What follows belongs to an exercise in optimizing a design on an open flow for small area and a short achievable clock period; a production flow would make more cautious choices.
Function was checked by simulation only, so behaviour that the tests miss may differ from the original.

==> flow/config.mk <==
export PLATFORM = sky130hd
export DESIGN_NAME = ALU_design
export DESIGN_NICKNAME = ALU_design
export VERILOG_FILES = /design/flow/design.v
export SDC_FILE = /design/flow/constraint.sdc
export NUM_CORES = 4
export LEC_CHECK = 0
export CAP_MARGIN = 20
export CORE_MARGIN = 2
export CORE_UTILIZATION = 40
export SLEW_MARGIN = 20
==> flow/constraint.sdc <==
create_clock -name core_clock -period 10.5 [get_ports {CLK}]
set_input_delay 2.1000 -clock core_clock [delete_from_list [all_inputs] [get_ports {CLK}]]
set_output_delay 2.1000 -clock core_clock [all_outputs]
set_load 0.01 [all_outputs]
==> flow/design.v <==
`timescale 1ns/1ns
module ALU_design(OPA_1,OPB_1,CIN,CLK,RST,CMD,CE,MODE,INP_VALID,COUT,OFLOW,RES,G,E,L,ERR);
    parameter WIDTH_O = 32;
    parameter WIDTH_C = 4;
    parameter WIDTH_RES = 2 * WIDTH_O;
    input [WIDTH_O-1:0] OPA_1, OPB_1;
    input CLK, RST, CE, MODE, CIN;
    input [WIDTH_C-1:0] CMD;
    input [1:0]INP_VALID;
    output reg signed [WIDTH_RES-1:0] RES;
    output reg COUT;
    output reg OFLOW;
    output reg G;
    output reg E;
    output reg L;
    output reg ERR;
    reg [WIDTH_O-1:0] OPA, OPB;
    integer shift; 
    reg signed [WIDTH_RES-1:0] RES_temp;
    reg COUT_temp, OFLOW_temp, G_temp, E_temp, L_temp, ERR_temp;
    reg [WIDTH_O-1:0]OPA_2,OPB_2;
    always@(posedge CLK or posedge RST)begin   
        if (RST) begin
            OPA <= 0;
            OPB <= 0;
        end else begin
            OPA <= OPA_1;
            OPB <= OPB_1;
        end
    end
    always @(posedge CLK) begin
        case (CMD)
            4'b1001: begin
                OPA_2 = OPA + 1;
                OPB_2 = OPB + 1;
            end
            4'b1010: begin
                OPA_2 = OPA << 1;
                OPB_2 = OPB;
            end
            default: begin
                OPA_2 = OPA;
                OPB_2 = OPB;
            end
        endcase
    end
    always @(posedge CLK or posedge RST) begin
        if (RST) begin
            RES   <= 0;
            COUT  <= 0;
            OFLOW <= 0;
            G     <= 0;
            E     <= 0;
            L     <= 0;
            ERR   <= 0;
        end else if (CE) begin
            RES   <= RES_temp;
            COUT  <= COUT_temp;
            OFLOW <= OFLOW_temp;
            G     <= G_temp;
            E     <= E_temp;
            L     <= L_temp;
            ERR   <= ERR_temp;
        end
    end
always @(*) begin
    if (RST) begin
        RES_temp   = {WIDTH_RES+1{1'b0}};
        COUT_temp  = 1'b0;
        OFLOW_temp = 1'b0;
        G_temp     = 1'b0;
        E_temp     = 1'b0;
        L_temp     = 1'b0;
        ERR_temp   = 1'b0;
    end 
    else if (CE) begin
        RES_temp   = {WIDTH_RES+1{1'b0}};
        COUT_temp  = 1'b0;
        OFLOW_temp = 1'b0;
        G_temp     = 1'b0;
        E_temp     = 1'b0;
        L_temp     = 1'b0;
        ERR_temp   = 1'b0;
        if (MODE == 1'b1) begin
		RES_temp = {WIDTH_RES+1{1'b0}};
                COUT_temp = 1'b0;
                OFLOW_temp = 1'b0;
                G_temp = 1'b0;
                E_temp = 1'b0;
                L_temp = 1'b0;
                ERR_temp = 1'b0;
            if (INP_VALID == 2'b11) begin
                    case (CMD)
                    4'b0000: 
                    begin
                        RES_temp[WIDTH_O-1:0] = OPA + OPB;
                        COUT_temp = RES_temp[WIDTH_O] ? 1 : 0;
                    end
                    4'b0001: 
                    begin
                        OFLOW_temp = (OPA < OPB) ? 1 : 0;
                        RES_temp = OPA - OPB;
                    end
                    4'b0010: 
                    begin
                        RES_temp = OPA + OPB + CIN;
                        COUT_temp = RES_temp[WIDTH_O] ? 1 : 0;
                    end
                    4'b0011: 
                    begin
                        OFLOW_temp = (OPA < OPB) ? 1 : 0;
                        RES_temp = OPA - OPB - CIN;
                    end
                       4'b0100:
                       begin
                           RES_temp = OPA + 1;               
                           OFLOW_temp = RES_temp[WIDTH_O] ? 1 : 0;
                       end
                   4'b0101:
                       begin
                        RES_temp = OPA - 1;               
                           OFLOW_temp = (OPA < 1'b1) ? 1 : 0;
                       end
                       4'b0110:
                       begin
                           RES_temp = OPB + 1;              
                           OFLOW_temp = RES_temp[WIDTH_O] ? 1 : 0;
                       end
                   4'b0111:
                   begin
                           RES_temp = OPB - 1;              
                           OFLOW_temp = (OPB < 1'b1) ? 1 : 0;
                   end
                   4'b1000: 
                   begin
                        RES_temp = {WIDTH_O+1{1'b0}};
                        if (OPA == OPB)
                        begin
                            E_temp = 1'b1;
                            G_temp = 1'b0;
                            L_temp = 1'b0;
                        end
                        else if (OPA > OPB)
                        begin
                            E_temp = 1'b0;
                            G_temp = 1'b1;
                            L_temp = 1'b0;
                        end
                        else
                        begin
                            E_temp = 1'b0;
                            G_temp = 1'b0;
                            L_temp = 1'b1;
                        end
                   end
                   4'b1001: 
                   begin
                        RES_temp = OPA_2 * OPB_2;
                        COUT_temp = RES_temp[WIDTH_O] ? 1 : 0;
                   end
                   4'b1010: 
                   begin
                        RES_temp = OPA_2 * OPB_2;
                        COUT_temp = RES_temp[WIDTH_O] ? 1 : 0;
                   end
                   4'b1011: 
                   begin
                        RES_temp = $signed(OPA) + $signed(OPB);
                        COUT_temp =  RES_temp[WIDTH_O] ? 1 : 0;
                        OFLOW_temp = (~(OPA[WIDTH_O-1] ^ OPB[WIDTH_O-1])) & (OPA[WIDTH_O-1] ^ RES_temp[WIDTH_O-1]);
                        E_temp = (RES_temp == 0) ? 1 : 0;
                        G_temp = (RES_temp > 0) ? 1 : 0;
                        L_temp = (RES_temp < 0) ? 1 : 0;
                   end
                   4'b1100: 
                   begin
                        RES_temp = $signed(OPA) - $signed(OPB);
                        COUT_temp =  (OPA < OPB) ? 1 : 0;
                        OFLOW_temp =(OPA[WIDTH_O-1] != OPB[WIDTH_O-1]) && (RES_temp[WIDTH_O-1] != OPA[WIDTH_O-1]);
                        E_temp = (RES_temp == 0) ? 1 : 0;
                        G_temp = (RES_temp > 0) ? 1 : 0;
                        L_temp = (RES_temp < 0) ? 1 : 0;
                   end
                   default:
                   begin
                        RES_temp = 'b0;
                        COUT_temp = 1'b0;
                        OFLOW_temp = 1'b0;
                        G_temp = 1'b0;
                        E_temp = 1'b0;
                        L_temp = 1'b0;
                        ERR_temp = 1'b1;
                   end
                   endcase
               end  
            else if (INP_VALID == 2'b01) begin
                       case(CMD)
                       4'b0100:
                       begin
                           RES_temp = OPA + 1;               
                           OFLOW_temp = RES_temp[WIDTH_O] ? 1 : 0;
                       end
                       4'b0101:
                       begin
                        RES_temp = OPA - 1;                
                            OFLOW_temp = (OPA < 1'b1) ? 1 : 0;
                       end
                       endcase
            end
            else if (INP_VALID == 2'b10) begin
                      case(CMD)
                       4'b0110:
                       begin
                           RES_temp = OPB + 1;              
                           OFLOW_temp = RES_temp[WIDTH_O] ? 1 : 0;
                       end
                       4'b0111:
                       begin
                           RES_temp = OPB - 1;             
                           OFLOW_temp = (OPB < 1'b1) ? 1 : 0;
                       end
                       endcase
            end
            else begin
                ERR_temp = 1'b1;
            end
        end 
        else if (MODE == 1'b0) begin
                    RES_temp = 'b0;
                    COUT_temp = 1'b0;
                    OFLOW_temp = 1'b0;
                    G_temp = 1'b0;
                    E_temp = 1'b0;
                    L_temp = 1'b0;
                    ERR_temp = 1'b0;
                    case (CMD)
                        4'b0000: RES_temp = {1'b0, OPA & OPB}; 
                        4'b0001: RES_temp = {1'b0, ~(OPA & OPB)}; 
                        4'b0010: RES_temp = {1'b0, OPA | OPB}; 
                        4'b0011: RES_temp = {1'b0, ~(OPA | OPB)}; 
                        4'b0100: RES_temp = {1'b0, OPA ^ OPB}; 
                        4'b0101: RES_temp = {1'b0, ~(OPA ^ OPB)}; 
                        4'b0110: RES_temp = {1'b0, ~OPA}; 
                        4'b0111: RES_temp = {1'b0, ~OPB}; 
                        4'b1000: RES_temp = {1'b0, OPA >> 1}; 
                        4'b1001: RES_temp = {1'b0, OPA << 1}; 
                        4'b1010: RES_temp = {1'b0, OPB >> 1}; 
                        4'b1011: RES_temp = {1'b0, OPB << 1}; 
                        4'b1100: 
                        begin
                            shift = OPB % WIDTH_O;
                            RES_temp = {1'b0, (OPA << shift) | (OPA >> (WIDTH_O - shift))};
                            if (|OPB[WIDTH_O-1:4])
                                ERR_temp = 1'b1;
                            else
                                ERR_temp = 1'b0;
                        end
                        4'b1101: 
                        begin
                            shift = OPB % WIDTH_O;
                            RES_temp = {1'b0, (OPA >> shift) | (OPA << (WIDTH_O - shift))};
                            if (|OPB[WIDTH_O-1:4])
                                ERR_temp = 1'b1;
                            else
                                ERR_temp = 1'b0;
                        end
                        default:
                        begin
                            RES_temp = 'b0;
                            COUT_temp = 1'b0;
                            OFLOW_temp = 1'b0;
                            G_temp = 1'b0;
                            E_temp = 1'b0;
                            L_temp = 1'b0;
                            ERR_temp = 1'b1;
                        end
                    endcase
        end
    end 
    else begin
        RES_temp   = 'b0;
        COUT_temp  = 1'b0;
        OFLOW_temp = 1'b0;
        G_temp     = 1'b0;
        E_temp     = 1'b0;
        L_temp     = 1'b0;
        ERR_temp   = 1'b0;
    end
end
endmodule
==> flow/run.sh <==
#!/bin/bash
# synth_recipe.tcl (not shown) runs the flow's synth.tcl, then flattens the netlist and writes it again
# the make line also repeats each setting of config.mk as NAME=value (left out here)
make -C /OpenROAD-flow-scripts/flow DESIGN_CONFIG=/design/flow/config.mk WORK_HOME=/design/flow/orfs CLKGATE_MAP_FILE= SYNTH_SCRIPT=/design/flow/synth_recipe.tcl finish
==> summary.txt <==
[worst reg2reg max path, cell delays in order, from the launching register on]
cell,delay (ps)
dfxtp_1,1080
buf_4,390
and2_1,180
fa_1,410
inv_1,90
fa_1,390
inv_1,90
fa_1,440
fa_1,590
fa_1,470
fa_1,470
fa_1,600
fa_1,470
ha_1,450
nand2_1,140
or3_1,500
nor3_1,210
o311a_1,310
nor2_1,140
o31ai_1,700
a21oi_1,180
o311ai_0,510
a21oi_1,150
xnor2_1,150
a221o_1,340
[area by class of cell]
class,count,area share (%)
Clock inverter,14,0.2314
Multi-Input combinational cell,5689,77.39
Sequential cell,198,7.241
Timing Repair Buffer,354,4.768
Antenna cell,10,0.03889
Clock buffer,18,0.6670
Tap cell,2016,3.920
Inverter,983,5.742
[flip-flops by register name, indices dropped and copies added, names as in the netlist]
| register | flops |
|---|---|
| COUT | 1 |
| E | 1 |
| ERR | 1 |
| G | 1 |
| L | 1 |
| OFLOW | 1 |
| OPA | 32 |
| OPA_2 | 32 |
| OPB | 32 |
| OPB_2 | 32 |
| RES | 64 |
[cells in the mapped netlist, drive strengths merged (17+ instances only)]
cell type	n	share of area (%)
nand4	51	0.59
mux2	43	0.80
buf	86	0.67
o21bai	18	0.22
ha	370	7.7
a221o	48	0.80
o21ai	323	2.7
nor2b	24	0.25
nand2b	27	0.29
nor4	56	0.74
o311ai	17	0.28
o31ai	33	0.43
nor3	117	1.0
nand2	859	5.4
clkbuf	469	2.9
a22oi	66	0.82
a21o	53	0.66
o22ai	100	1.0
dfxtp	64	2.1
nand3	110	0.93
and3	33	0.35
inv	976	6.1
a31oi	54	0.59
a211oi	76	1.0
fa	900	30
o2bb2ai	18	0.26
a21oi	404	3.4
a221oi	83	1.2
nor2	420	2.6
and2	607	6.3
xor2	52	0.76
xnor2	171	2.6
o221ai	45	0.66
o22a	24	0.35
dfrtp	134	5.6
or3	31	0.33
a211o	17	0.25
or4	20	0.25
mux2i	133	2.2
o211ai	60	0.75
mux4	30	1.1
o21a	22	0.28
[cells by family after synthesis]
| logic type | after synthesis |
|---|---|
| DFF | 198 |
| buffers and inverters | 1538 |
| muxes | 206 |
| xor gates and xnor gates | 223 |
| adders and majority gates | 1270 |
| and+or+nand+nor | 2395 |
| AOI/OAI and AO/OA | 1595 |
[metal layers]
metal / up-vias / share of wire, % / track usage, %
li1: 24360 / - / -
met1: 29300 / 39 / 49.31
met2: 3793 / 42 / 54.30
met3: 813 / 11 / 10.15
met4: 16 / 7.5 / 23.10
met5: - / 0.036 / 0
[per-stage QoR]
| stage | hold slack, ps | util, % | instances |
|---|---|---|---|
| 2_1_floorplan | 520.6 | - | 7425 |
| 3_3_place_gp | 478.9 | 42.60 | 9239 |
| 3_5_place_dp | 472.1 | 42.60 | 9240 |
| 4_1_cts | 500.4 | 42.99 | 9272 |
| 5_1_grt | 513.1 | 43.00 | 9275 |
| 6_report | 497.1 | 43.01 | 9282 |
[cells in the final DEF, fill, tap and decap left out, types with 32 or more instances in the layout]
cell	count
mux2_2	43
inv_1	968
mux2i_1	133
nand3_1	106
a21oi_1	398
clkdlybuf4s50_1	142
dfrtp_1	129
a31oi_1	53
o221ai_1	45
xor2_1	51
and3_1	32
fa_1	900
a221o_1	48
nor4_1	46
nand4_1	48
a21o_1	53
dfxtp_1	51
o22ai_1	100
ha_1	369
o211ai_1	60
buf_4	204
a221oi_1	82
and2_1	607
nand2_1	856
nor2_1	406
a22oi_1	66
xnor2_1	164
o21ai_0	302
a211oi_1	68
nor3_1	111
[path summary, 6_finish.rpt]
| path | cells after the start | slack [ps] | end | from |
|---|---|---|---|---|
| setup / recovery | 24 | 910 | RES[63] | OPA_2[9] |
| hold / removal | 1 | 500 | L | L |
| setup reg to reg | 24 | 910 | RES[63] | OPA_2[9] |
| hold reg to reg | 1 | 500 | L | L |
| max in group asynchronous | 4 | 6650 | RES[53] | RST |
| min in group asynchronous | 2 | 1940 | OPB[22] | RST |
==> impl_metrics.yaml <==
status:
  status: "no timing/DRC/antenna violations"
synth:
  synth-seq-area-share_pct: 7.704
  synth_xor_xnor_area_share_pct: 3.359
  ys_seq_elements: 198
  synth_compound_area_share_pct: 17.76
  yosys_most_used_dff: "dfrtp_1"
  synthAdderAreaFrac_pct: 37.64
  synth.mux.area_fraction_pct: 4.141
  postSynthCellCount: 7425
  netlist_area_um2: 60160
  synthDistinctLibCells: 115
  synth-edff-count: 0
  synth_top_family_by_area: "adder cells"
  synth-simple-area-share_pct: 19.66
  synth_nets: 8770
  yosysWarnings: 1
  synthArstFlopShare_pct: 67.68
  syn_avg_cell_area_um2: 8.102
worst_setup_path:
  end_kind: "register"
  critPathBufInv: 3
  max_stage_delay_ps: 1080
  crit_family: "adder cells"
  cp.arrival_ps: 10020
  crit_path_top_delay_cell: "dfxtp_1"
  crit_fanout: 20
  path_cells: "buf_4, and2_1, fa_1, inv_1, fa_1, inv_1, fa_1, fa_1, fa_1, fa_1, fa_1, fa_1, ha_1, nand2_1, or3_1, nor3_1, o311a_1, nor2_1, o31ai_1, a21oi_1, o311ai_0, a21oi_1, xnor2_1, a221o_1"
  worstPathRequired_ps: 10930
  path_class: "reg -> reg"
  crit_top_cell: "fa_1"
  crit_path_start_kind: "register"
global_routing:
  grt_pass1_vias: 56470
  grt_pass1_wl_um: 414100
  grt-ovfl-total: 0
  antenna_found_initial: 27
  grt_max_degree: 67
  grt_use_total_pct: 37.41
sta:
  fin_crit_sh_pct: 91.34
  fin_crit_ps: 9590
  skew_ps: 32.12
  hold_violations: 0
  maxSlewViolCount: 0
  setup_viol: 0
  grt_setup_unrepaired: "false"
  tightest_slew_ps: 1240
  max_freq_mhz: 104.3
  slew_headroom_pct: 16.60
  worst_slack_ps: 909.8
  fin_setup_tns_ps: 0
cells_and_area:
  seqCellArea_um2: 4659
  n_fill_cell: 15250
  fin_area_um2: 64350
  fin_nets: 8588
  drive_above_1_share_pct: 6.147
  area.growth.synth_to_final_pct: 6.959
  multi_input_area_um2: 49800
cts:
  numClockSinks: 198
  insertion_delay_ps: 560
  cts_tree: "built"
  cts_setup_buffers: 0
  h-tree-depth: 4
  ctsHoldBuffers: 0
  clkTransAtPathRegs_ps: 80
  cts_max_path_buffers: 2
  ctsResizeCount: 0
  cts_buffers: 17
  cts_root_buf: "clkbuf_16"
flow_run:
  max_cap_violations: 0
routing:
  postRouteAntennaNets: 0
  totalWireLength_um: 290000
  route.detailed.drc: 0
  vias: 58280
  dr.first_iter.drc_count: 7794
  via_per_inst: 6.279
  dr.pass1.iters: 9
  wl_per_cell_um: 31.24
floorplan:
  std_cell_rows: 142
  die_y_um: 391.8
  start_util_pct: 40.21
  ios: 145
  die-width_um: 391.8
  dieArea_um2: 153500
  core_um2: 149600
place:
  hpwlAfterDp_um: 225800
  placed_area_um2: 63740
  place_congestion: 1.111
  numPortBuffers: 144
  dp_slack_ps: 1132
hold_path:
  min_path_type: "reg -> reg"

## what the ideal ports hide
Ports are ideal in the flow. The routed layout listed here was re-timed in OpenROAD. Step 1 (the two cells are an assumption about what drives the block):
set clk [get_ports {CLK}]
set_driving_cell -lib_cell sky130_fd_sc_hd__clkbuf_16 $clk
set_driving_cell -lib_cell sky130_fd_sc_hd__buf_2 [delete_from_list [all_inputs] $clk]
Step 2 moves the port delays by t, midway between the first and last clock arrival at a register: inputs arrive t later, outputs are due t later. That takes back most of the time a late clock gives input paths. Slacks: ideal / step 1 / step 2; pairs: ideal / step 1.
t (ns): 0.619
setup WS [ns]: 0.910 / 0.910 / 0.910
worst data-port slew with drivers (ns): 0.13
After both steps this run still meets setup and hold. The setup slack of this run moves by 0.000 ns with the drivers and by 0.000 ns with both steps.
